Background: an optimization exercise with open tools, aiming at small area. Do not read the settings as production practice. Where RTL was checked, it was by simulation tests only, not by an equivalence proof against the original. The flow treats the clock pin as an ideal source. Dropping or thinning the clock tree relies on that and would not hold on a real chip. No activity file was given, so power comes from the tool's default toggle rates.

// user_logic
module user_logic
(
  IR_signal,
  Interrupt,
  Bus2IP_Clk,
  Bus2IP_Reset,
  Bus2IP_Data,
  Bus2IP_BE,
  Bus2IP_RdCE,
  Bus2IP_WrCE,
  IP2Bus_Data,
  IP2Bus_RdAck,
  IP2Bus_WrAck,
  IP2Bus_Error
);
For scale: ~340 cells after synthesis, about 81 I/O pins.
==> module user_logic, before the edit <==
module user_logic
(
  IR_signal,
  Interrupt,
  Bus2IP_Clk,
  Bus2IP_Reset,
  Bus2IP_Data,
  Bus2IP_BE,
  Bus2IP_RdCE,
  Bus2IP_WrCE,
  IP2Bus_Data,
  IP2Bus_RdAck,
  IP2Bus_WrAck,
  IP2Bus_Error
);
parameter C_SLV_DWIDTH                   = 32;
parameter C_NUM_REG                      = 3;
input                                     IR_signal;
output                                    Interrupt;
input                                     Bus2IP_Clk;
input                                     Bus2IP_Reset;
input      [0 : C_SLV_DWIDTH-1]           Bus2IP_Data;
input      [0 : C_SLV_DWIDTH/8-1]         Bus2IP_BE;
input      [0 : C_NUM_REG-1]              Bus2IP_RdCE;
input      [0 : C_NUM_REG-1]              Bus2IP_WrCE;
output     [0 : C_SLV_DWIDTH-1]           IP2Bus_Data;
output                                    IP2Bus_RdAck;
output                                    IP2Bus_WrAck;
output                                    IP2Bus_Error;
  localparam [11:0] Y_RST  = 12'b111010000101;
  localparam [11:0] Y_A    = 12'b110010001000;
  localparam [11:0] Y_E    = 12'b000010000100;
  localparam [11:0] M_E    = 12'b111100110111;
  localparam [11:0] Y_T    = 12'b010000100000;
  localparam [11:0] M_T    = 12'b100110111111;
  localparam [11:0] Y_W    = 12'b000010000001;
  localparam [11:0] M_W    = 12'b011001111111;
  reg  [11:0] y;
  wire te = ((y & M_E) == (Y_E & M_E));
  wire tt = ((y & M_T) == (Y_T & M_T));
  wire tw = ((y & M_W) == (Y_W & M_W));
  always @(posedge Bus2IP_Clk)
    if (Bus2IP_Reset)  y <= Y_RST;
    else if (tw)       y <= Y_A;
    else               y <= {y[10:0], y[11] ^ y[0]};
  reg ir_d;
  always @(posedge Bus2IP_Clk)
    ir_d <= IR_signal;
  wire lvl_low  = ~ir_d & ~IR_signal;
  wire lvl_high =  ir_d &  IR_signal;
  reg  [6:0]  n1;      
  reg         wflag;   
  reg         sflag;   
  reg  [12:0] sr;      
  reg         pend;    
  wire lo_ok  = ~n1[3] & ~n1[2] & ~(n1[1] & n1[0]);
  wire r_zero = lo_ok & (n1[6:4] == 3'b001);
  wire r_one  = lo_ok & (n1[6:4] == 3'b010);
  wire r_strt = lo_ok & (n1[6:4] == 3'b100);
  wire send   = sflag & sr[0];
  wire dec    = lvl_high & wflag & sflag & (r_zero | r_one);
  wire ld     = lvl_high & r_strt & ~send;
  always @(posedge Bus2IP_Clk) begin
    wflag <= ~Bus2IP_Reset & ((te & lvl_low) | (wflag & ~(te & dec)));
    sflag <= ~Bus2IP_Reset & ~(te & send) & (sflag | (te & ld));
  end
  wire       n1_clr = Bus2IP_Reset | (te & IR_signal);
  wire [7:0] n1_c;
  assign n1_c[0] = te & ~(n1[6] & n1[5]);
  genvar ni;
  generate
    for (ni = 0; ni < 7; ni = ni + 1) begin : g_n1
      assign n1_c[ni+1] = n1_c[ni] & n1[ni];
      if (ni == 0) begin : b0
        always @(posedge Bus2IP_Clk) n1[ni] <= n1_clr | (n1[ni] ^ n1_c[ni]);
      end else begin : bn
        always @(posedge Bus2IP_Clk) n1[ni] <= ~n1_clr & (n1[ni] ^ n1_c[ni]);
      end
    end
  endgenerate
  wire sr_ld   = te & ld;
  wire sr_sh   = te & dec;
  wire sr_hold = ~(sr_ld | sr_sh);
  wire [12:0] sr_d;
  ul_ao22 u_sr [11:0] (.a(sr_sh), .b(sr[12:1]), .c(sr_hold), .d(sr[11:0]), .y(sr_d[11:0]));
  assign sr_d[12] = (sr_sh & r_one) | (sr_hold & sr[12]) | sr_ld;
  always @(posedge Bus2IP_Clk)
    sr <= sr_d;
  reg  [0:11] reg0;
  reg  [31:0] reg1;
  reg  [0:15] reg2_hi;
  reg         irq;
  wire [32:0] r1_c;    
  wire do_send = tt & pend;
  wire set_irq = tw & pend;
  wire clr_irq = irq & (reg2_hi == 16'h1000);
  wire wr2     = (Bus2IP_WrCE == 3'b001);
  always @(posedge Bus2IP_Clk)
    if (Bus2IP_Reset)               pend <= 1'b0;
    else if (te & send)             pend <= 1'b1;
    else if (r1_c[32])              pend <= 1'b0;
    else if (tw)                    pend <= 1'b0;
  wire r0_ld   = do_send & ~Bus2IP_Reset;
  wire r0_hold = ~do_send & ~Bus2IP_Reset;
  wire [0:11] reg0_d;
  ul_ao22 u_r0 [0:11] (.a(r0_ld), .b(sr[12:1]), .c(r0_hold), .d(reg0), .y(reg0_d));
  always @(posedge Bus2IP_Clk)
    reg0 <= reg0_d;
  assign r1_c[0] = do_send;
  genvar gi;
  generate
    for (gi = 0; gi < 32; gi = gi + 1) begin : g_r1
      assign r1_c[gi+1] = r1_c[gi] & reg1[gi];
      always @(posedge Bus2IP_Clk)
        reg1[gi] <= ~Bus2IP_Reset & (reg1[gi] ^ r1_c[gi]);
    end
  endgenerate
  always @(posedge Bus2IP_Clk)
    if (Bus2IP_Reset) begin
      irq     <= 1'b0;
    end else begin
      if (clr_irq)      irq <= 1'b0;
      else if (set_irq) irq <= 1'b1;
    end
  wire we_b0   = wr2 & Bus2IP_BE[0] & ~Bus2IP_Reset;
  wire we_b1   = wr2 & Bus2IP_BE[1] & ~Bus2IP_Reset;
  wire keep_b0 = ~(wr2 & Bus2IP_BE[0]) & ~(clr_irq | set_irq) & ~Bus2IP_Reset;
  wire keep_b1 = ~(wr2 & Bus2IP_BE[1]) & ~(clr_irq | set_irq) & ~Bus2IP_Reset;
  wire [0:15] reg2_d;
  ul_ao22 u_r2a [0:7] (.a(we_b0), .b(Bus2IP_Data[0:7]),  .c(keep_b0), .d(reg2_hi[0:7]),  .y(reg2_d[0:7]));
  ul_ao22 u_r2b [0:7] (.a(we_b1), .b(Bus2IP_Data[8:15]), .c(keep_b1), .d(reg2_hi[8:15]), .y(reg2_d[8:15]));
  always @(posedge Bus2IP_Clk)
    reg2_hi <= reg2_d;
  assign Interrupt = irq;
  wire rd0 = (Bus2IP_RdCE == 3'b100);
  wire rd1 = (Bus2IP_RdCE == 3'b010);
  wire rd2 = (Bus2IP_RdCE == 3'b001);
  assign IP2Bus_Data  = ({32{rd0}} & {20'b0, reg0})
                      | ({32{rd1}} & reg1)
                      | ({32{rd2}} & {reg2_hi, irq, 15'b0});
  assign IP2Bus_WrAck = Bus2IP_WrCE[0] | Bus2IP_WrCE[1] | Bus2IP_WrCE[2];
  assign IP2Bus_RdAck = Bus2IP_RdCE[0] | Bus2IP_RdCE[1] | Bus2IP_RdCE[2];
  assign IP2Bus_Error = 1'b0;
endmodule
Settings: LEC_CHECK=0, CAP_MARGIN=20, CORE_MARGIN=2, CORE_UTILIZATION=65, SLEW_MARGIN=20, SYNTH_HIERARCHICAL=1; clock period 10.0 ns.
standard.sh (not shown) runs the stock make flow with config.mk's settings and CLKGATE_MAP_FILE= SYNTH_SCRIPT=/design/flow/synth_recipe.tcl, a recipe that flattens the netlist after the stock synthesis.
==> flow/flow/run.sh <==
#!/bin/bash
# The standard layout (standard synthesis unchanged) with these changes:
#  * port buffers are buf_1 instead of the default clkdlybuf4s50_1;
#  * the clock tree is rebuilt after CTS by clock_tree.tcl (POST_CTS hook):
#    one inverter (CLK_ROOT_INV) on the clock port feeding CLK_NBUF
#    inverters (CLK_BUF_CELL), each driving one group of flip-flops;
#  * CTS itself inserts no dummy loads;
#  * after CTS, downsize.tcl swaps gates that synthesis upsized to smaller
#    cells of the same function where slew, load and timing allow.
# The full make output goes to flow_make.log in the work folder; ORFS's own
# per-step logs are under orfs/logs.
set -euo pipefail
cd "$(dirname "$0")/.."
export CLK_NBUF=3
export CLK_BUF_CELL=sky130_fd_sc_hd__inv_12
export CLK_ROOT_INV=sky130_fd_sc_hd__inv_4
bash standard.sh \
  BUFFER_PORTS_ARGS="-buffer_cell sky130_fd_sc_hd__buf_1" \
  CTS_ARGS="-sink_clustering_enable -repair_clock_nets -dont_use_dummy_load -buf_list sky130_fd_sc_hd__clkbuf_8" \
  POST_CTS_TCL="$(pwd)/flow/post_cts.tcl" \
  finish > flow_make.log 2>&1
Other scripts of this flow, unchanged in this note and not shown: flow/flow/clock_tree.tcl, flow/flow/downsize.tcl, flow/flow/post_cts.tcl
==> next run, changes <==
--- a/flow/design.v
+++ b/flow/design.v
@@ -25,26 +25,26 @@
 input      [0 : C_NUM_REG-1]              Bus2IP_WrCE;
 output     [0 : C_SLV_DWIDTH-1]           IP2Bus_Data;
 output                                    IP2Bus_RdAck;
 output                                    IP2Bus_WrAck;
 output                                    IP2Bus_Error;
-  localparam [11:0] Y_RST  = 12'b111010000101;
-  localparam [11:0] Y_A    = 12'b110010001000;
-  localparam [11:0] Y_E    = 12'b000010000100;
-  localparam [11:0] M_E    = 12'b111100110111;
-  localparam [11:0] Y_T    = 12'b010000100000;
-  localparam [11:0] M_T    = 12'b100110111111;
-  localparam [11:0] Y_W    = 12'b000010000001;
-  localparam [11:0] M_W    = 12'b011001111111;
+  localparam [11:0] Y_RST  = 12'b100110100010;
+  localparam [11:0] Y_A    = 12'b111011101000;
+  localparam [11:0] Y_E    = 12'b000101110111;
+  localparam [11:0] M_E    = 12'b111101111011;
+  localparam [11:0] Y_T    = 12'b101110111000;
+  localparam [11:0] M_T    = 12'b111111011100;
+  localparam [11:0] Y_W    = 12'b111011100010;
+  localparam [11:0] M_W    = 12'b111101110011;
   reg  [11:0] y;
   wire te = ((y & M_E) == (Y_E & M_E));
   wire tt = ((y & M_T) == (Y_T & M_T));
   wire tw = ((y & M_W) == (Y_W & M_W));
   always @(posedge Bus2IP_Clk)
     if (Bus2IP_Reset)  y <= Y_RST;
     else if (tw)       y <= Y_A;
-    else               y <= {y[10:0], y[11] ^ y[0]};
+    else               y <= {y[10:0], y[11] ^ y[10] ^ y[9] ^ y[3]};
   reg ir_d;
   always @(posedge Bus2IP_Clk)
     ir_d <= IR_signal;
   wire lvl_low  = ~ir_d & ~IR_signal;
   wire lvl_high =  ir_d &  IR_signal;
Synthesized cell count increases by about 1.2%.
Total power rises by 0.51%.
Critical path depth fell by 1.
First-iteration DRC count climbs by 16%.
Global-route usage decreases by 1.7 points.
Register-to-register slack got worse by 0.02 ns.
Cell count increases by about 1.7%.
Function not checked in the second run of this note: the RTL went through the layout flow alone. No run of this note takes its clock network from TritonCTS; it comes from the design's own scripts or RTL.

## afterwards: timing with drivers on the ports
In the flow no input, the clock included, has a driving cell. The finished layouts below were timed again as built, in two steps. Step 1 sets driving cells, clkbuf_16 on the clock port and buf_2 on the other inputs (assumed; they add their load-dependent delay and slew). Step 2 moves the port delays by t, midway between the first and last clock arrival at a register: inputs arrive t later, outputs are due t later. That takes back most of the time a late clock gives input paths. Three values: no drivers, after step 1, after step 2; two values: the first two.
run	shift t [ns]	setup slack, ns	slew at the worst register clock pin (ns)	cell pins on the clock port's net
the first run	0.260	2.838 / 2.838 / 2.838	0.12 / 0.12	1
the second run	0.259	2.818 / 2.818 / 2.818	0.11 / 0.11	1
After both steps every run listed still meets setup and hold.
